Context: an optimization exercise on an open-source flow, tuned for small area. The choices shown serve that exercise and are no tape-out recipe. In this exercise RTL edits were held to simulation tests only and were not proved equivalent to the original. Power figures rest on the tool's default switching activity, not on a simulated workload.

$ cat flow/run.sh
#!/bin/bash
# synth_recipe.tcl (not shown) runs the flow's synth.tcl, then flattens the netlist and writes it again
# the make line also repeats each setting of config.mk as NAME=value (left out here)
make -C /OpenROAD-flow-scripts/flow DESIGN_CONFIG=/design/flow/config.mk WORK_HOME=/design/flow/orfs CLKGATE_MAP_FILE= SYNTH_SCRIPT=/design/flow/synth_recipe.tcl finish
$ cat flow/config.mk
export PLATFORM = sky130hd
export DESIGN_NAME = top_module
export DESIGN_NICKNAME = top_module
export VERILOG_FILES = /design/flow/design.v
export SDC_FILE = /design/flow/constraint.sdc
export NUM_CORES = 4
export LEC_CHECK = 0
export CAP_MARGIN = 20
export CORE_MARGIN = 2
export CORE_UTILIZATION = 40
export PLACE_DENSITY = 0.6
export SLEW_MARGIN = 20
$ cat flow/constraint.sdc
create_clock -name core_clock -period 5.0 [get_ports {clk}]
set_input_delay 1.0000 -clock core_clock [delete_from_list [all_inputs] [get_ports {clk}]]
set_output_delay 1.0000 -clock core_clock [all_outputs]
set_load 0.01 [all_outputs]
$ cat flow/design.v
`timescale 1ns / 1ps
module clk_divider(
	input clk_in,
	input rst,
	output reg divided_clk,
	output tick
    );
parameter toggle_value = 4;
reg [2:0] cnt;
assign tick = (cnt==toggle_value) & ~divided_clk;
always@(posedge clk_in)
begin
	if (rst) begin
		cnt <= 0;
		divided_clk <= 0;
	end
	else begin
		if (cnt==toggle_value) begin
			cnt <= 0;
			divided_clk <= ~divided_clk;
		end
		else begin
			cnt <= cnt +1;
			divided_clk <= divided_clk;		
		end
	end
end
endmodule
`timescale 1ns / 1ps
module debouncer(
	input 		clk,
	input 		rst,
	input 		ce,
	input 		noisy_in,  
	output reg 	clean_out  
    );
reg noisy_in_reg;
reg clean_out_tmp1;  
reg clean_out_tmp2;  
always@(posedge clk)
begin
	if (rst==1'b1) begin
		noisy_in_reg <= 0;
		clean_out_tmp1 <= 0;
		clean_out_tmp2 <= 0;
		clean_out <= 0;
	end
	else if (ce) begin
		noisy_in_reg <= noisy_in; 
		clean_out_tmp1 <= noisy_in_reg;
		clean_out_tmp2 <= clean_out_tmp1;
		clean_out <= ~clean_out_tmp2 & clean_out_tmp1;  
	end
end
endmodule
`timescale 1ns / 1ps
module hockey(
    input clk,
    input rst,
    input ce,
    input BTNA,
    input BTNB,
    input [1:0] DIRA,
    input [1:0] DIRB,
    input [2:0] YA,
    input [2:0] YB,
    output reg LEDA,
    output reg LEDB,
    output reg [4:0] LEDX,
    output reg [6:0] SSD7,
    output reg [6:0] SSD6,
    output reg [6:0] SSD5,
    output reg [6:0] SSD4, 
    output reg [6:0] SSD3,
    output reg [6:0] SSD2,
    output reg [6:0] SSD1,
    output reg [6:0] SSD0   
    );
    reg [2:0] X_COORD;
	reg [2:0] Y_COORD;
    localparam [9:0] mytime = 10'b0001100100;
    reg [2:0] blink ;
    reg [9:0] counter;
    parameter IDLE   = 4'b0000;
    parameter DISP   = 4'b0001;
    parameter HIT_B  = 4'b0010;
    parameter HIT_A  = 4'b0011;
    parameter SEND_A = 4'b0100;
    parameter SEND_B = 4'b0101;
    parameter RESP_A = 4'b0110;
    parameter RESP_B = 4'b0111;
    parameter GOAL_A = 4'b1000;
    parameter GOAL_B = 4'b1001;
    parameter ENDstate = 4'b1010;
    reg [3:0] current_state;
    reg [3:0] next_state;
    reg [1:0] a_score;
    reg [1:0] b_score;
    reg turn;
    reg [1:0] dirY;
    always @(posedge clk)begin
        if (rst)begin
            counter <= 0;
            a_score <= 0;
            b_score <=0;
            X_COORD <= 0;
            Y_COORD <= 0;
            current_state <= IDLE;
            dirY <= 0;
            blink <= 0;
            turn <= 0;
        end 
        else if (ce) case(current_state)
            IDLE:
            begin
                if (BTNA == 1 && BTNB == 0)begin
                   turn <= 0;
                   current_state <= DISP;           
                end
                else if (BTNA == 0 && BTNB == 1)begin
                    turn <= 1;
                    current_state <= DISP;
                end
                else if (BTNA == 0 && BTNB == 0)begin
                    current_state <= IDLE;
                end
                else begin
                    current_state <= IDLE;
                end
            end
            DISP:
            begin
                if (counter < mytime) begin
                    counter <= counter + 1;
                    current_state <= DISP;
                end
                else begin
                    counter <= 0;
                    if (turn == 1)begin
                        current_state <= HIT_B;
                    end
                    else begin
                        current_state <= HIT_A;
                    end
                end
            end
            HIT_A:
            begin
                if (BTNA == 1 && YA < 5 )begin
                    X_COORD <= 0;
                    Y_COORD <= YA;
                    dirY <= DIRA;
                    current_state <= SEND_B;
                end
                else begin
                    current_state <= HIT_A;
                end
            end
            HIT_B:
            begin
                if (BTNB == 1 && YB < 5)begin
                    X_COORD <= 4;
                    Y_COORD <= YB;
                    dirY <= DIRB;
                    current_state <= SEND_A;
                end
                else begin
                    current_state <= HIT_B;
                end
            end
            SEND_A:
            begin
                if (counter < mytime) begin
                    counter <= counter + 1;
                    current_state <= SEND_A;
                end 
                else begin
                    counter <= 0;
                    if(dirY == 2'b10)begin
                        if(Y_COORD == 0)begin
                            dirY <= 2'b01;
                            Y_COORD <= Y_COORD + 1;
                            if(X_COORD > 1)begin
                                X_COORD <= X_COORD - 1;
                                current_state <= SEND_A;
                            end
                            else begin
                                X_COORD <= 0;
                                current_state <= RESP_A;
                            end
                        end
                        else begin
                            Y_COORD <= Y_COORD - 1;
                            if(X_COORD > 1)begin
                                X_COORD <= X_COORD - 1;
                                current_state <= SEND_A;
                            end
                            else begin
                                X_COORD <= 0;
                                current_state <= RESP_A;
                            end
                        end
                    end
                    else if(dirY == 2'b01)begin
                        if(Y_COORD == 4)begin
                            dirY <= 2'b10;
                            Y_COORD <= Y_COORD - 1;
                            if(X_COORD > 1)begin
                                X_COORD <= X_COORD - 1;
                                current_state <= SEND_A;
                            end
                            else begin
                                X_COORD <= 0;
                                current_state <= RESP_A;
                            end
                        end
                        else begin
                            Y_COORD <= Y_COORD + 1;
                            if(X_COORD > 1)begin
                                X_COORD <= X_COORD - 1;
                                current_state <= SEND_A;
                            end
                            else begin
                                X_COORD <= 0;
                                current_state <= RESP_A;
                            end
                        end
                    end
                    else if (dirY == 2'b00)begin
                        if(X_COORD > 1)begin
                            X_COORD <= X_COORD - 1;
                            current_state <= SEND_A;
                        end
                        else begin
                            X_COORD <= 0;
                            current_state <= RESP_A;
                        end
                    end
                    else begin
                        if(X_COORD > 1)begin
                            X_COORD <= X_COORD + 1;
                            current_state <= SEND_A;
                        end
                        else begin
                            X_COORD <= 0;
                            current_state <= RESP_A;
                        end
                    end
                end
            end
            RESP_A:
            begin
                if (counter < mytime) begin
                    if(BTNA == 1 && Y_COORD == YA)begin
                        X_COORD <= 1;
                        counter <= 0;
                        if(DIRA == 2'b00)begin
                            dirY <= DIRA;
                            current_state <= SEND_B;
                        end
                        else if(DIRA == 2'b01)begin
                            if(Y_COORD == 4)begin
                                dirY <= 2'b10;
                                Y_COORD <= Y_COORD - 1;
                                current_state <= SEND_B;
                            end
                            else begin
                                dirY <= DIRA;
                                Y_COORD <= Y_COORD + 1;
                                current_state <= SEND_B;
                            end
                        end
                        else if(DIRA == 2'b10)begin
                            if(Y_COORD == 0)begin
                                dirY <= 2'b01;
                                Y_COORD <= Y_COORD + 1;
                                current_state <= SEND_B;
                            end
                            else begin
                                dirY <= DIRA;
                                Y_COORD <= Y_COORD -1;
                                current_state <= SEND_B;
                            end
                        end
                        else begin
                            dirY <= DIRA;
                            current_state <= SEND_B;
                        end
                    end
                    else begin
                        counter <= counter + 1;
                        current_state <= RESP_A;
                    end
                end 
                else begin
                    counter <= 0;
                    b_score <= b_score + 1;
                    current_state <= GOAL_B;                                       
               end
            end
            GOAL_B:
            begin
                if (counter < mytime) begin
                    counter <= counter + 1;
                    current_state <= GOAL_B;
                end 
                else begin
                    counter <= 0;
                    if(b_score == 3)begin
                        turn <= 1;
                        counter <= 0;
                        current_state <= ENDstate;
                    end
                    else begin
                        current_state <= HIT_A;
                    end
                end
            end
            SEND_B:
            begin
                if (counter < mytime) begin
                    counter <= counter + 1;
                    current_state <= SEND_B;
                end 
                else begin
                    counter <= 0;
                    if(dirY == 2'b10)begin
                        if(Y_COORD == 0)begin
                            dirY <= 2'b01;
                            Y_COORD <= Y_COORD + 1;
                            if(X_COORD < 3)begin
                                X_COORD <= X_COORD + 1;
                                current_state <= SEND_B;
                            end
                            else begin
                                X_COORD <= 4;
                                current_state <= RESP_B;
                            end
                        end
                        else begin
                            Y_COORD <= Y_COORD - 1;
                            if(X_COORD < 3)begin
                                X_COORD <= X_COORD + 1;
                                current_state <= SEND_B;
                            end
                            else begin
                                X_COORD <= 4;
                                current_state <= RESP_B;
                            end
                        end
                    end
                    else if(dirY == 2'b01)begin
                        if(Y_COORD == 4)begin
                            dirY <= 2'b10;
                            Y_COORD <= Y_COORD - 1;
                            if(X_COORD < 3)begin
                                X_COORD <= X_COORD + 1;
                                current_state <= SEND_B;
                            end
                            else begin
                                X_COORD <= 4;
                                current_state <= RESP_B;
                            end
                        end
                        else begin
                            Y_COORD <= Y_COORD + 1;
                            if(X_COORD < 3)begin
                                X_COORD <= X_COORD + 1;
                                current_state <= SEND_B;
                            end
                            else begin
                                X_COORD <= 4;
                                current_state <= RESP_B;
                            end
                        end
                    end
                    else if (dirY == 2'b00)begin
                        if(X_COORD < 3)begin
                            X_COORD <= X_COORD + 1;
                            current_state <= SEND_B;
                        end
                        else begin
                            X_COORD <= 4;
                            current_state <= RESP_B;
                        end
                    end
                    else begin
                        if(X_COORD < 3)begin
                            X_COORD <= X_COORD + 1;
                            current_state <= SEND_B;
                        end
                        else begin
                            X_COORD <= 4;
                            current_state <= RESP_B;
                        end
                    end
                end
            end
            RESP_B:
            begin
                if (counter < mytime) begin
                    if (BTNB == 1 && Y_COORD == YB)begin
                        X_COORD <= 3;
                        counter <= 0;
                        if (DIRB == 2'b00)begin
                            dirY <= DIRB;
                            current_state <= SEND_A;
                        end
                        if (DIRB == 2'b01)begin
                            if (Y_COORD == 4) begin
                                dirY <= 2'b10;
                                Y_COORD <= Y_COORD - 1;
                                current_state <= SEND_A;
                            end
                            else begin
                                dirY <= DIRB;
                                Y_COORD <= Y_COORD + 1;
                                current_state <= SEND_A;
                            end
                        end
                        if (DIRB == 2'b10) begin
                            if (Y_COORD == 0) begin
                                dirY <= 2'b01;
                                Y_COORD <= Y_COORD + 1;
                                current_state <= SEND_A;
                            end
                            else begin
                                dirY <= DIRB;
                                Y_COORD <= Y_COORD - 1;
                                current_state <= SEND_A;
                            end
                        end
                        else begin
                            dirY <= DIRB;
                            current_state <= SEND_A;
                        end
                    end
                    else begin
                        counter <= counter + 1;
                        current_state <= RESP_B;
                    end
                end
                else begin
                    counter <= 0;
                    a_score <= a_score + 1;
                    current_state <= GOAL_A;
                end
            end
            GOAL_A:
            begin
                if (counter < mytime) begin
                    counter <= counter + 1;
                    current_state <= GOAL_A;
                end    
                else begin
                    counter <= 0;
                    if (a_score == 3) begin
                        turn <= 0;
                        counter <= 0;
                        current_state <= ENDstate;
                    end
                    else begin
                        current_state <= HIT_B;
                    end
                end
            end
            ENDstate:
            begin
                current_state <= ENDstate;
                if(counter < (mytime/2))begin
                    counter <= 1+ counter;
                    blink <= 0;
                end
                else if (counter< mytime)begin
                    counter <= counter + 1;
                    blink <= 1;
                end
                else begin
                    counter <= 0;
                    blink <= 0;
                end        
            end
            default:
            begin
                current_state <= ENDstate;
                if(counter < (mytime/2))begin
                    counter <= 1+ counter;
                    blink <= 0;
                end
                else if (counter< mytime)begin
                    counter <= counter + 1;
                    blink <= 1;
                end
                else begin
                    counter <= 0;
                    blink <= 0;
                end        
            end
        endcase
    end
    always @ (*)
    begin
        SSD3 = 7'b1111111;
        SSD5 = 7'b1111111;
        SSD6 = 7'b1111111;
        SSD7 = 7'b1111111;
        case (current_state)
            IDLE:
            begin
                SSD0 = 7'b1100000;
                SSD1 = 7'b1111110;
                SSD2 = 7'b0001000;
                SSD4 = 7'b1111111;
            end
            DISP:
            begin
                SSD0 = 7'b0000001;
                SSD1 = 7'b1111110;
                SSD2 = 7'b0000001;
                SSD4 = 7'b1111111;
            end
            HIT_A:
            begin
                if(YA < 3'b101)
                begin
                    if(YA == 3'b000)
                    begin
                        SSD0 = 7'b1111111;
                        SSD1 = 7'b1111111;
                        SSD2 = 7'b1111111;
                        SSD4 = 7'b0000001;
                    end
                    else if(YA == 3'b001)
                    begin
                        SSD0 = 7'b1111111;
                        SSD1 = 7'b1111111;
                        SSD2 = 7'b1111111;
                        SSD4 = 7'b1001111;
                    end
                    else if(YA == 3'b010)
                    begin
                        SSD0 = 7'b1111111;
                        SSD1 = 7'b1111111;
                        SSD2 = 7'b1111111;
                        SSD4 = 7'b0010010;
                    end
                    else if(YA == 3'b011)
                    begin
                        SSD0 = 7'b1111111;
                        SSD1 = 7'b1111111;
                        SSD2 = 7'b1111111;
                        SSD4 = 7'b0000110;
                    end
                    else if(YA == 3'b100)
                    begin
                        SSD0 = 7'b1111111;
                        SSD1 = 7'b1111111;
                        SSD2 = 7'b1111111;
                        SSD4 = 7'b1001100;
                    end
                    else
                    begin
                        SSD0 = 7'b1111111;
                        SSD1 = 7'b1111111;
                        SSD2 = 7'b1111111;
                        SSD4 = 7'b1001100;
                    end
                end
                else
                begin
                    SSD0 = 7'b1111111;
                    SSD1 = 7'b1111111;
                    SSD2 = 7'b1111111;
                    SSD4 = 7'b1111110;
                end
            end
            HIT_B:
            begin
                if(YB < 3'b101)
                begin
                    if(YB == 3'b000)
                    begin
                        SSD0 = 7'b1111111;
                        SSD1 = 7'b1111111;
                        SSD2 = 7'b1111111;
                        SSD4 = 7'b0000001;
                    end
                    else if(YB == 3'b001)
                    begin
                        SSD0 = 7'b1111111;
                        SSD1 = 7'b1111111;
                        SSD2 = 7'b1111111;
                        SSD4 = 7'b1001111;
                    end
                    else if(YB == 3'b010)
                    begin
                        SSD0 = 7'b1111111;
                        SSD1 = 7'b1111111;
                        SSD2 = 7'b1111111;
                        SSD4 = 7'b0010010;
                    end
                    else if(YB == 3'b011)
                    begin
                        SSD0 = 7'b1111111;
                        SSD1 = 7'b1111111;
                        SSD2 = 7'b1111111;
                        SSD4 = 7'b0000110;
                    end
                    else if(YB == 3'b100)
                    begin
                        SSD0 = 7'b1111111;
                        SSD1 = 7'b1111111;
                        SSD2 = 7'b1111111;
                        SSD4 = 7'b1001100;
                    end
                    else
                    begin
                        SSD0 = 7'b1111111;
                        SSD1 = 7'b1111111;
                        SSD2 = 7'b1111111;
                        SSD4 = 7'b1001100;
                    end
                end
                else
                begin
                    SSD0 = 7'b1111111;
                    SSD1 = 7'b1111111;
                    SSD2 = 7'b1111111;
                    SSD4 = 7'b1111110;
                end
            end
            RESP_A:
            begin
                if(Y_COORD == 3'b000)
                begin
                    SSD0 = 7'b1111111;
                    SSD1 = 7'b1111111;
                    SSD2 = 7'b1111111;
                    SSD4 = 7'b0000001;
                end
                else if(Y_COORD == 3'b001)
                begin
                    SSD0 = 7'b1111111;
                    SSD1 = 7'b1111111;
                    SSD2 = 7'b1111111;
                    SSD4 = 7'b1001111;
                end
                else if(Y_COORD == 3'b010)
                begin
                    SSD0 = 7'b1111111;
                    SSD1 = 7'b1111111;
                    SSD2 = 7'b1111111;
                    SSD4 = 7'b0010010;
                end
                else if(Y_COORD == 3'b011)
                begin
                    SSD0 = 7'b1111111;
                    SSD1 = 7'b1111111;
                    SSD2 = 7'b1111111;
                    SSD4 = 7'b0000110;
                end
                else if(Y_COORD == 3'b100)
                begin
                    SSD0 = 7'b1111111;
                    SSD1 = 7'b1111111;
                    SSD2 = 7'b1111111;
                    SSD4 = 7'b1001100;
                end
                else
                    begin
                        SSD0 = 7'b1111111;
                        SSD1 = 7'b1111111;
                        SSD2 = 7'b1111111;
                        SSD4 = 7'b1001100;
                    end
            end
            RESP_B:
            begin
                if(Y_COORD == 3'b000)
                begin
                    SSD0 = 7'b1111111;
                    SSD1 = 7'b1111111;
                    SSD2 = 7'b1111111;
                    SSD4 = 7'b0000001;
                end
                else if(Y_COORD == 3'b001)
                begin
                    SSD0 = 7'b1111111;
                    SSD1 = 7'b1111111;
                    SSD2 = 7'b1111111;
                    SSD4 = 7'b1001111;
                end
                else if(Y_COORD == 3'b010)
                begin
                    SSD0 = 7'b1111111;
                    SSD1 = 7'b1111111;
                    SSD2 = 7'b1111111;
                    SSD4 = 7'b0010010;
                end
                else if(Y_COORD == 3'b011)
                begin
                    SSD0 = 7'b1111111;
                    SSD1 = 7'b1111111;
                    SSD2 = 7'b1111111;
                    SSD4 = 7'b0000110;
                end
                else if(Y_COORD == 3'b100)
                begin
                    SSD0 = 7'b1111111;
                    SSD1 = 7'b1111111;
                    SSD2 = 7'b1111111;
                    SSD4 = 7'b1001100;
                end
                else
                    begin
                        SSD0 = 7'b1111111;
                        SSD1 = 7'b1111111;
                        SSD2 = 7'b1111111;
                        SSD4 = 7'b1001100;
                    end
            end
            SEND_A:
            begin
                if(Y_COORD == 3'b000)
                begin
                    SSD0 = 7'b1111111;
                    SSD1 = 7'b1111111;
                    SSD2 = 7'b1111111;
                    SSD4 = 7'b0000001;
                end
                else if(Y_COORD == 3'b001)
                begin
                    SSD0 = 7'b1111111;
                    SSD1 = 7'b1111111;
                    SSD2 = 7'b1111111;
                    SSD4 = 7'b1001111;
                end
                else if(Y_COORD == 3'b010)
                begin
                    SSD0 = 7'b1111111;
                    SSD1 = 7'b1111111;
                    SSD2 = 7'b1111111;
                    SSD4 = 7'b0010010;
                end
                else if(Y_COORD == 3'b011)
                begin
                    SSD0 = 7'b1111111;
                    SSD1 = 7'b1111111;
                    SSD2 = 7'b1111111;
                    SSD4 = 7'b0000110;
                end
                else if(Y_COORD == 3'b100)
                begin
                    SSD0 = 7'b1111111;
                    SSD1 = 7'b1111111;
                    SSD2 = 7'b1111111;
                    SSD4 = 7'b1001100;
                end
                else
                    begin
                        SSD0 = 7'b1111111;
                        SSD1 = 7'b1111111;
                        SSD2 = 7'b1111111;
                        SSD4 = 7'b1001100;
                    end
            end
            SEND_B:
            begin
                if(Y_COORD == 3'b000)
                begin
                    SSD0 = 7'b1111111;
                    SSD1 = 7'b1111111;
                    SSD2 = 7'b1111111;
                    SSD4 = 7'b0000001;
                end
                else if(Y_COORD == 3'b001)
                begin
                    SSD0 = 7'b1111111;
                    SSD1 = 7'b1111111;
                    SSD2 = 7'b1111111;
                    SSD4 = 7'b1001111;
                end
                else if(Y_COORD == 3'b010)
                begin
                    SSD0 = 7'b1111111;
                    SSD1 = 7'b1111111;
                    SSD2 = 7'b1111111;
                    SSD4 = 7'b0010010;
                end
                else if(Y_COORD == 3'b011)
                begin
                    SSD0 = 7'b1111111;
                    SSD1 = 7'b1111111;
                    SSD2 = 7'b1111111;
                    SSD4 = 7'b0000110;
                end
                else if(Y_COORD == 3'b100)
                begin
                    SSD0 = 7'b1111111;
                    SSD1 = 7'b1111111;
                    SSD2 = 7'b1111111;
                    SSD4 = 7'b1001100;
                end
                else 
                    begin
                        SSD0 = 7'b1111111;
                        SSD1 = 7'b1111111;
                        SSD2 = 7'b1111111;
                        SSD4 = 7'b1001100;
                    end
            end
            GOAL_A:
            begin
                if(a_score == 3'b000)
                begin
                    SSD2 = 7'b0000001;
                end
                else if(a_score == 3'b001)
                begin
                    SSD2 = 7'b1001111;
                end
                else if(a_score == 3'b010)
                begin
                    SSD2 = 7'b0010010;
                end
                else if(a_score == 3'b011)
                begin
                    SSD2 = 7'b0000110;
                end
                else
                begin
                    SSD2 = 7'b0000110;
                    SSD4 = 7'b1111111;
                    SSD1 = 7'b1111110;
                    SSD0 = 7'b0000001;
                end
                if(b_score == 3'b000)
                begin
                    SSD4 = 7'b1111111;
                    SSD1 = 7'b1111110;
                    SSD0 = 7'b0000001;
                end
                else if(b_score == 3'b001)
                begin
                    SSD4 = 7'b1111111;
                    SSD1 = 7'b1111110;
                    SSD0 = 7'b1001111;
                end
                else if(b_score == 3'b010)
                begin
                    SSD4 = 7'b1111111;
                    SSD1 = 7'b1111110;
                    SSD0 = 7'b0010010;
                end
                else if(b_score == 3'b011)
                begin
                    SSD4 = 7'b1111111;
                    SSD1 = 7'b1111110;
                    SSD0 = 7'b0000110;
                end
                else
                begin
                    SSD2 = 7'b0000110;
                    SSD4 = 7'b1111111;
                    SSD1 = 7'b1111110;
                    SSD0 = 7'b0000110;
                end
            end
            GOAL_B:
            begin
                if(a_score == 3'b000)
                begin
                    SSD2 = 7'b0000001;
                end
                else if(a_score == 3'b001)
                begin
                    SSD2 = 7'b1001111;
                end
                else if(a_score == 3'b010)
                begin
                    SSD2 = 7'b0010010;
                end
                else if(a_score == 3'b011)
                begin
                    SSD2 = 7'b0000110;
                end
                else 
                begin
                    SSD2 = 7'b0000110;
                    SSD4 = 7'b1111111;
                    SSD1 = 7'b1111110;
                    SSD0 = 7'b0000001;
                end
                if(b_score == 3'b000)
                begin
                    SSD4 = 7'b1111111;
                    SSD1 = 7'b1111110;
                    SSD0 = 7'b0000001;
                end
                else if(b_score == 3'b001)
                begin
                    SSD4 = 7'b1111111;
                    SSD1 = 7'b1111110;
                    SSD0 = 7'b1001111;
                end
                else if(b_score == 3'b010)
                begin
                    SSD4 = 7'b1111111;
                    SSD1 = 7'b1111110;
                    SSD0 = 7'b0010010;
                end
                else if(b_score == 3'b011)
                begin
                    SSD4 = 7'b1111111;
                    SSD1 = 7'b1111110;
                    SSD0 = 7'b0000110;
                end
                else 
                begin
                    SSD2 = 7'b0000110;
                    SSD4 = 7'b1111111;
                    SSD1 = 7'b1111110;
                    SSD0 = 7'b0000001;
                end
            end
            ENDstate:
            begin
                if(a_score == 3)
                begin
                    SSD4 = 7'b0001000;
                    SSD2 = 7'b0000110;
                    SSD1 = 7'b1111110;
                    if(b_score == 3'b000)
                    begin
                        SSD0 = 7'b0000001;
                    end
                    else if(b_score == 3'b001)
                    begin
                        SSD0 = 7'b1001111;
                    end
                    else if(b_score == 3'b010)
                    begin
                        SSD0 = 7'b0010010;
                    end
                    else
                    begin
                        SSD0 = 7'b0010010;
                    end
                end
                else if(b_score == 3)
                begin
                    SSD4 = 7'b1100000;
                    SSD1 = 7'b1111110;
                    SSD0 = 7'b0000110;
                    if(a_score == 3'b000)
                    begin
                        SSD2 = 7'b0000001;
                    end
                    else if(a_score == 3'b001)
                    begin
                        SSD2 = 7'b1001111;
                    end
                    else if(a_score == 3'b010)
                    begin
                        SSD2 = 7'b0010010;
                    end
                    else
                    begin
                        SSD2 = 7'b0010010;
                    end
                end
                else if(b_score == 3)
                begin
                    SSD4 = 7'b1100000;
                    SSD1 = 7'b1111110;
                    SSD0 = 7'b0000110;
                    if(a_score == 3'b000)
                    begin
                        SSD2 = 7'b0000001;
                    end
                    else if(a_score == 3'b001)
                    begin
                        SSD2 = 7'b1001111;
                    end
                    else if(a_score == 3'b010)
                    begin
                        SSD2 = 7'b0010010;
                    end
                    else
                    begin
                        SSD2 = 7'b0010010;
                    end
                end
                else
                begin
                    SSD4 = 7'b1100000;
                    SSD1 = 7'b1111110;
                    SSD0 = 7'b0000110;
                    if(a_score == 3'b000)
                    begin
                        SSD2 = 7'b0000001;
                    end
                    else if(a_score == 3'b001)
                    begin
                        SSD2 = 7'b1001111;
                    end
                    else if(a_score == 3'b010)
                    begin
                        SSD2 = 7'b0010010;
                    end
                    else
                    begin
                        SSD2 = 7'b0010010;
                    end
                end
            end
            default:
            begin
                if(a_score == 3)
                begin
                    SSD4 = 7'b0001000;
                    SSD2 = 7'b0000110;
                    SSD1 = 7'b1111110;
                    if(b_score == 3'b000)
                    begin
                        SSD0 = 7'b0000001;
                    end
                    else if(b_score == 3'b001)
                    begin
                        SSD0 = 7'b1001111;
                    end
                    else if(b_score == 3'b010)
                    begin
                        SSD0 = 7'b0010010;
                    end
                    else
                    begin
                        SSD0 = 7'b0010010;
                    end
                end
                else if(b_score == 3)
                begin
                    SSD4 = 7'b1100000;
                    SSD1 = 7'b1111110;
                    SSD0 = 7'b0000110;
                    if(a_score == 3'b000)
                    begin
                        SSD2 = 7'b0000001;
                    end
                    else if(a_score == 3'b001)
                    begin
                        SSD2 = 7'b1001111;
                    end
                    else if(a_score == 3'b010)
                    begin
                        SSD2 = 7'b0010010;
                    end
                    else
                    begin
                        SSD2 = 7'b0010010;
                    end
                end
                else if(b_score == 3)
                begin
                    SSD4 = 7'b1100000;
                    SSD1 = 7'b1111110;
                    SSD0 = 7'b0000110;
                    if(a_score == 3'b000)
                    begin
                        SSD2 = 7'b0000001;
                    end
                    else if(a_score == 3'b001)
                    begin
                        SSD2 = 7'b1001111;
                    end
                    else if(a_score == 3'b010)
                    begin
                        SSD2 = 7'b0010010;
                    end
                    else
                    begin
                        SSD2 = 7'b0010010;
                    end
                end
                else
                begin
                    SSD4 = 7'b1100000;
                    SSD1 = 7'b1111110;
                    SSD0 = 7'b0000110;
                    if(a_score == 3'b000)
                    begin
                        SSD2 = 7'b0000001;
                    end
                    else if(a_score == 3'b001)
                    begin
                        SSD2 = 7'b1001111;
                    end
                    else if(a_score == 3'b010)
                    begin
                        SSD2 = 7'b0010010;
                    end
                    else
                    begin
                        SSD2 = 7'b0010010;
                    end
                end
            end
        endcase
    end
    always @ (*)
    begin
        case(current_state)
        IDLE:
        begin
            LEDA = 1;
            LEDB = 1;
            LEDX[0]= 0;
            LEDX[1]= 0;
            LEDX[2]= 0;
            LEDX[3]= 0;
            LEDX[4]= 0;
        end
        DISP:
        begin
            LEDA = 0;
            LEDB = 0;
            LEDX[0]= 1;
            LEDX[1]= 1;
            LEDX[2]= 1;
            LEDX[3]= 1;
            LEDX[4]= 1;
        end
        HIT_B:
        begin
            LEDA = 0;
            LEDB = 1;
            LEDX[0]= 0;
            LEDX[1]= 0;
            LEDX[2]= 0;
            LEDX[3]= 0;
            LEDX[4]= 0;
        end
        HIT_A:
        begin
            LEDA = 1;
            LEDB = 0;
            LEDX[0]= 0;
            LEDX[1]= 0;
            LEDX[2]= 0;
            LEDX[3]= 0;
            LEDX[4]= 0;
        end
        GOAL_A:
        begin
            LEDA = 0;
            LEDB = 0;
            LEDX[0]= 1;
            LEDX[1]= 1;
            LEDX[2]= 1;
            LEDX[3]= 1;
            LEDX[4]= 1;
        end
        GOAL_B:
        begin
            LEDA = 0;
            LEDB = 0;
            LEDX[0]= 1;
            LEDX[1]= 1;
            LEDX[2]= 1;
            LEDX[3]= 1;
            LEDX[4]= 1;
        end
        SEND_A:
        begin
            if(X_COORD == 3'b000)
            begin
                LEDA = 0;
                LEDB = 0;
                LEDX[0]= 0;
                LEDX[1]= 0;
                LEDX[2]= 0;
                LEDX[3]= 0;
                LEDX[4]= 1;
            end
            else if(X_COORD == 3'b001)
            begin
                LEDA = 0;
                LEDB = 0;
                LEDX[0]= 0;
                LEDX[1]= 0;
                LEDX[2]= 0;
                LEDX[3]= 1;
                LEDX[4]= 0;
            end
           else if(X_COORD == 3'b010)
            begin
                LEDA = 0;
                LEDB = 0;
                LEDX[0]= 0;
                LEDX[1]= 0;
                LEDX[2]= 1;
                LEDX[3]= 0;
                LEDX[4]= 0;
            end
            else if(X_COORD == 3'b011)
            begin
                LEDA = 0;
                LEDB = 0;
                LEDX[0]= 0;
                LEDX[1]= 1;
                LEDX[2]= 0;
                LEDX[3]= 0;
                LEDX[4]= 0;
            end
            else if(X_COORD == 3'b100)
            begin
                LEDA = 0;
                LEDB = 0;
                LEDX[0]= 1;
                LEDX[1]= 0;
                LEDX[2]= 0;
                LEDX[3]= 0;
                LEDX[4]= 0;
            end
            else
            begin
                LEDA = 0;
                LEDB = 0;
                LEDX[0]= 1;
                LEDX[1]= 0;
                LEDX[2]= 0;
                LEDX[3]= 0;
                LEDX[4]= 0;
            end
        end
        SEND_B:
        begin
            if(X_COORD == 3'b000)
            begin
                LEDA = 0;
                LEDB = 0;
                LEDX[0]= 0;
                LEDX[1]= 0;
                LEDX[2]= 0;
                LEDX[3]= 0;
                LEDX[4]= 1;
            end
            else if(X_COORD == 3'b001)
            begin
                LEDA = 0;
                LEDB = 0;
                LEDX[0]= 0;
                LEDX[1]= 0;
                LEDX[2]= 0;
                LEDX[3]= 1;
                LEDX[4]= 0;
            end
            else if(X_COORD == 3'b010)
            begin
                LEDA = 0;
                LEDB = 0;
                LEDX[0]= 0;
                LEDX[1]= 0;
                LEDX[2]= 1;
                LEDX[3]= 0;
                LEDX[4]= 0;
            end
            else if(X_COORD == 3'b011)
            begin
                LEDA = 0;
                LEDB = 0;
                LEDX[0]= 0;
                LEDX[1]= 1;
                LEDX[2]= 0;
                LEDX[3]= 0;
                LEDX[4]= 0;
            end
            else if(X_COORD == 3'b100)
            begin
                LEDA = 0;
                LEDB = 0;
                LEDX[0]= 1;
                LEDX[1]= 0;
                LEDX[2]= 0;
                LEDX[3]= 0;
                LEDX[4]= 0;
            end
            else
            begin
                LEDA = 0;
                LEDB = 0;
                LEDX[0]= 1;
                LEDX[1]= 0;
                LEDX[2]= 0;
                LEDX[3]= 0;
                LEDX[4]= 0;
            end
        end
        RESP_A:
        begin
            LEDA = 1;
            LEDB = 0;
            LEDX[0]= 0;
            LEDX[1]= 0;
            LEDX[2]= 0;
            LEDX[3]= 0;
            LEDX[4]= 1;
        end
        RESP_B:
        begin
            LEDA = 0;
            LEDB = 1;
            LEDX[0]= 1;
            LEDX[1]= 0;
            LEDX[2]= 0;
            LEDX[3]= 0;
            LEDX[4]= 0;
        end
        ENDstate:
        begin
            LEDA = 0;
            LEDB = 0;
            if(blink == 0)
            begin
                LEDX[0]= 1;
                LEDX[1]= 0;
                LEDX[2]= 1;
                LEDX[3]= 0;
                LEDX[4]= 1;
            end
            else if(blink == 1)
            begin
                LEDX[0]= 0;
                LEDX[1]= 1;
                LEDX[2]= 0;
                LEDX[3]= 1;
                LEDX[4]= 0;   
            end   
            else
            begin
                LEDX[0]= 0;
                LEDX[1]= 1;
                LEDX[2]= 0;
                LEDX[3]= 1;
                LEDX[4]= 0;   
            end                       
        end
        default:
        begin
            LEDA = 0;
            LEDB = 0;
            if(blink == 0)
            begin
                LEDX[0]= 1;
                LEDX[1]= 0;
                LEDX[2]= 1;
                LEDX[3]= 0;
                LEDX[4]= 1;
            end
            else if(blink == 1)
            begin
                LEDX[0]= 0;
                LEDX[1]= 1;
                LEDX[2]= 0;
                LEDX[3]= 1;
                LEDX[4]= 0;   
            end   
            else
            begin
                LEDX[0]= 0;
                LEDX[1]= 1;
                LEDX[2]= 0;
                LEDX[3]= 1;
                LEDX[4]= 0;   
            end  
        end
        endcase
    end
endmodule
`timescale 1ns / 1ps
module ssd(
    input clk,
    input rst,
    input [6:0] SSD7,
    input [6:0] SSD6,
    input [6:0] SSD5,
    input [6:0] SSD4,
    input [6:0] SSD3,
    input [6:0] SSD2,
    input [6:0] SSD1,
    input [6:0] SSD0,
    output reg a_out,
    output reg b_out,
    output reg c_out,
    output reg d_out,
    output reg e_out,
    output reg f_out,
    output reg g_out,
    output reg p_out,
	output reg [7:0] an
          );
reg [2:0] state; 
reg [6:0] counter; 
always @ (posedge clk) begin  
	if(rst) begin	 
		state <= 0;  
		counter <= 0;
	end 
	else begin  
		if(counter == 7'd99) begin	  
			state <= state + 1;
			counter <= 0;
		end
		else
			counter <= counter + 1;  
	end
end
always@(posedge clk)
begin
	if(rst) 
	begin
		an[7:0] <= 8'b11111111;
		a_out <= 1;
		b_out  <= 1;
		c_out  <= 1;
		d_out  <= 1;
		e_out  <= 1;
		f_out  <= 1;
		g_out  <= 1;
		p_out  <= 1;
	end
	else
	begin
	   case(state)
	   0:
	   begin
            an[7:0] <= 8'b11111110;
            a_out  <= SSD0[6];
            b_out  <= SSD0[5];
            c_out  <= SSD0[4];
            d_out  <= SSD0[3];
            e_out  <= SSD0[2];
            f_out  <= SSD0[1];
            g_out  <= SSD0[0];
	   end
	   1:
	   begin
            an[7:0] <= 8'b11111101;
            a_out  <= SSD1[6];
            b_out  <= SSD1[5];
            c_out  <= SSD1[4];
            d_out  <= SSD1[3];
            e_out  <= SSD1[2];
            f_out  <= SSD1[1];
            g_out  <= SSD1[0];
	   end
	   2:
	   begin
            an[7:0] <= 8'b11111011;
            a_out  <= SSD2[6];
            b_out  <= SSD2[5];
            c_out  <= SSD2[4];
            d_out  <= SSD2[3];
            e_out  <= SSD2[2];
            f_out  <= SSD2[1];
            g_out  <= SSD2[0];
	   end
	   3:
	   begin
            an[7:0] <= 8'b11110111;
            a_out  <= SSD3[6];
            b_out  <= SSD3[5];
            c_out  <= SSD3[4];
            d_out  <= SSD3[3];
            e_out  <= SSD3[2];
            f_out  <= SSD3[1];
            g_out  <= SSD3[0];
	   end
	   4:
	   begin
            an[7:0] <= 8'b11101111;
            a_out  <= SSD4[6];
            b_out  <= SSD4[5];
            c_out  <= SSD4[4];
            d_out  <= SSD4[3];
            e_out  <= SSD4[2];
            f_out  <= SSD4[1];
            g_out  <= SSD4[0];
	   end
	   5:
	   begin
            an[7:0] <= 8'b11011111;
            a_out  <= SSD5[6];
            b_out  <= SSD5[5];
            c_out  <= SSD5[4];
            d_out  <= SSD5[3];
            e_out  <= SSD5[2];
            f_out  <= SSD5[1];
            g_out  <= SSD5[0];
	   end
	   6:
	   begin
            an[7:0] <= 8'b10111111;
            a_out  <= SSD6[6];
            b_out  <= SSD6[5];
            c_out  <= SSD6[4];
            d_out  <= SSD6[3];
            e_out  <= SSD6[2];
            f_out  <= SSD6[1];
            g_out  <= SSD6[0];
	   end
	   7:
	   begin
            an[7:0] <= 8'b01111111;
            a_out  <= SSD7[6];
            b_out  <= SSD7[5];
            c_out  <= SSD7[4];
            d_out  <= SSD7[3];
            e_out  <= SSD7[2];
            f_out  <= SSD7[1];
            g_out  <= SSD7[0];
	   end
	   endcase
	end
end
endmodule
`timescale 1ns / 1ps
module top_module(
    input clk,
    input rst,
    input BTNA,
    input BTNB,
    input [1:0] DIRA,
    input [1:0] DIRB,
    input [2:0] YA,
    input [2:0] YB,
    output LEDA,
    output LEDB,
    output [4:0] LEDX,
    output a_out,b_out,c_out,d_out,e_out,f_out,g_out,p_out,
    output [7:0]an
);
wire clock ,tick ,btn_a ,btn_b;
wire [6:0] ssd0;
wire [6:0] ssd1;
wire [6:0] ssd2;
wire [6:0] ssd3;
wire [6:0] ssd4;
wire [6:0] ssd5;
wire [6:0] ssd6;
wire [6:0] ssd7;
clk_divider dividermodule (clk,rst,clock,tick);
debouncer A (clk,rst,tick,BTNA,btn_a);
debouncer B (clk,rst,tick,BTNB,btn_b);
hockey mymodule (clk,rst,tick,btn_a,btn_b,DIRA,DIRB,YA,YB,LEDA,LEDB,LEDX,ssd7,ssd6,ssd5,ssd4,ssd3,ssd2,ssd1,ssd0);
ssd displa_ssd (clk,rst,ssd7,ssd6,ssd5,ssd4,ssd3,ssd2,ssd1,ssd0,a_out,b_out,c_out,d_out,e_out,f_out,g_out,p_out,an);
endmodule
==> run notes <==
[cells in the final DEF, fill, tap and decap left out, types with 11 or more instances in the layout]
cell type and n:
nor2_1 70, dfxtp_1 65, a21oi_1 54, nand2_1 51
ha_1 36, clkdlybuf4s50_1 35, o21ai_0 29, inv_1 26
nor3_1 25, xnor2_1 23, nand3_1 16, nand2b_1 11
[how the worst min path moves through the flow]
| stage | start | end | slack, ns | cells past startpoint |
|---|---|---|---|---|
| detailed placement | displa_ssd.counter[0]$_SDFF_PP0_ | displa_ssd.counter[0]$_SDFF_PP0_ | 0.44 | 1 |
| floorplan | displa_ssd.counter[0]$_SDFF_PP0_ | displa_ssd.counter[0]$_SDFF_PP0_ | 0.41 | 1 |
| finish | displa_ssd.counter[0]$_SDFF_PP0_ | displa_ssd.counter[0]$_SDFF_PP0_ | 0.45 | 1 |
| global placement | displa_ssd.counter[0]$_SDFF_PP0_ | displa_ssd.counter[0]$_SDFF_PP0_ | 0.42 | 1 |
| global route | B.clean_out_tmp2$_SDFFE_PP0P_ | B.clean_out_tmp2$_SDFFE_PP0P_ | 0.48 | 2 |
| CTS | B.clean_out_tmp2$_SDFFE_PP0P_ | B.clean_out_tmp2$_SDFFE_PP0P_ | 0.45 | 2 |
[power groups by stage]
| stage | clock network, mW | registers, mW | logic, mW |
|---|---|---|---|
| 2_1_floorplan | 0 | 0.544 | 0.0646 |
| 3_3_place_gp | 0 | 0.545 | 0.105 |
| 3_5_place_dp | 0 | 0.545 | 0.106 |
| 4_1_cts | 0.696 | 0.534 | 0.107 |
| 5_1_grt | 0.715 | 0.535 | 0.117 |
| 6_report | 0.682 | 0.534 | 0.107 |
[area by class of cell]
type / instances / area share [%]
Multi-Input combinational cell: 479 / 58.1
Sequential cell: 65 / 23.7
Timing Repair Buffer: 40 / 7.08
Clock buffer: 11 / 4.43
Tap cell: 143 / 3.26
Inverter: 28 / 1.92
Clock inverter: 5 / 1.44
[cells by family after synthesis]
logic type,share of synthesized area (%)
flip-flops,27.2
XOR/XNOR,5.68
other,0.0784
multiplexers,2.43
AND/OR/NAND/NOR,24.5
AO/OA/AOI/OAI,24.5
adder cells (fa/ha/maj),9.42
buffers and inverters,6.12
[through the flow]
stage               worst slack [ns]  instance area (um^2)  cells
finish                          1.21                  5480    771
CTS                             1.23                  5480    771
global route                    1.03                  5480    771
global placement                1.68                  5160    755
detailed placement              1.59                  5160    755
floorplan                       2.45                  4780    612
[critical path, stage by stage (launching register included)]
cell,delay [ns]
dfxtp_1,0.72
nand2b_1,0.64
nor2_1,0.19
o21ai_0,0.28
o211ai_1,0.13
clkdlybuf4s50_1,0.49
[routing by layer]
layer / track usage, % / vias to the layer above / part of all wire (%) / wire length (um)
met5: 0 / - / 0 / 0
met4: 7.97 / 0 / 2.1 / 274
met3: 4.82 / 18 / 6.3 / 838
met2: 32.2 / 150 / 45 / 5950
met1: 28.4 / 2167 / 47 / 6230
li1: - / 2220 / - / -
==> run notes <==
Final-stage net count: 673
Io pins: 37
Post-synthesis register bit count: 65
Yosys warns: 4
First-pass GRT wire length: 21.5 mm
Sequential Area: 0.00130 mm^2
Worst R2R End: mymodule.Y_COORD[2]$_SDFFE_PP0P_
Synthesized instance count: 612
Critical path type: register to output port
Psw: 0.300 mW
PD cells: 241 mW/mm^2
Initial antenna violation count: 0
Die area: 0.0128 mm^2
Cell area after synthesis: 0.00478 mm^2
Antenna diode count: 0
Die width: 113 um
Sequential power share: 40.4%
Post-CTS setup buffer count: 0
Post-cts repair resize count: 0
Post-CTS Hold Buffers: 0
Port buffer count: 35
H-tree Lvls: 3
Average size of a mapped cell: 7.81 um^2
Area of the multi-input gates: 0.00319 mm^2
Vias per inst: 5.91
Mapped Nets: 662
Setup TNS: 0 ns
Post-synth top area cell: dfxtp_1
Commonest cells in the netlist: nor2_1, dfxtp_1, a21oi_1
Share of post-route cells with drive strength above 1: 7.01%
Top-count cell post-synth: nor2_1
Fillers: 1,153
Register area share after synthesis: 27.2%
RSZ-0062 raised after global routing: false
Largest net degree at the start of global routing: 37
Vias: 4,555
Synth top area cells: dfxtp_1, ha_1, a21oi_1, nor2_1, xnor2_1
Final setup violation count: 0
Tcrit/Tclk final: 75.9%
DRT Wirelength: 13.3 mm
Vias in the first global route: 4,216
Initial Util: 41.3%
Final Hold Viols: 0
Slew Limit Fails: 0
Die span in y: 113 um
Drt initial violations: 378
Final antenna-violating net count: 0
Area Overhead vs Synth: 14.7%
Crit path launch type: register
Biggest register: mymodule.counter
Critical R2R Launch: mymodule.current_state[3]$_SDFFE_PP0P_
Maximum fanout along the worst path: 20
Post-layout util: 47.4%
Site row count: 39
Clk pwr share: 51.5%
Mean routed wirelength per cell: 17.2 um
CTS root buffer: clkbuf_16
Minimum clock period: 3.79 ns
Drt pass-1 iters: 5
EDFF count, synth: 0
Biggest regs: mymodule.counter x10, displa_ssd.an x8, displa_ssd.counter x7
Crit. Startpoint: mymodule.current_state[3]$_SDFFE_PP0P_
Worst skew pair latency: 0.34 ns
DRC: 0
TritonCTS clock tree: built
CP endpoint: LEDX[0]
Slew HR: 39.9%
Net Sw Frac: 22.6%
Maxcap violations: 0
CTS buffer count: 9
Gr ovfl total: 0
Clock-pin slew on the worst setup and hold paths: 0.05 ns
Static Leakage: 1.94 nW
HP Class: register to register
VDD IR-drop max: 0.000133 V
Setup Skew: 0.00894 ns
Critical Path Sink Type: output port
Clk buf depth: 2
Synth async-reset ratio: 0%
Internal power: 1.02 mW
Top cell type's share of synthesized area: 27.2%
F_max: 264 MHz
DP HPWL: 9.61 mm
Clock Sinks: 65
Power Total: 1.32 mW
Synth Flop Type: dfxtp_1
Outcome: no timing/DRC/antenna violations
Worst-margin pin slew: 0.898 ns
Yosys cell types: 87
Overall routing resource usage: 20.9%
Placeable Area: 0.0116 mm^2
Critical path data arrival time: 2.79 ns
Max FFs per register: 10
Gpl congestion: 0.901
Fin Hold WS: 0.445 ns
WP data required: 4.00 ns
Logic pwr share: 8.1%
R2R cell count: 5
R2R setup slack: 2.33 ns

==> port drivers added, routing unchanged <==
How much do the figures lean on ideal ports? The routed layout below was timed once more, with nothing changed but the port constraints. Step 1, drivers: a clkbuf_16 drives clk and a buf_2 each remaining input, both assumed. Step 2 times the ports against the registers' clock, not the clock port: input delays grow and output delays shrink by t, the midpoint of the rising clock arrivals with the driver on. a / b / c = ideal / step 1 / step 2; a / b = the first two.
shift t [ns]: 0.372
setup slack, ns: 1.205 / 1.165 / 1.537
worst setup path after step 2: register to output
After both steps setup and hold are still met in this run. For this run, drivers alone change the setup slack by -0.040 ns; drivers and shift together by +0.332 ns.
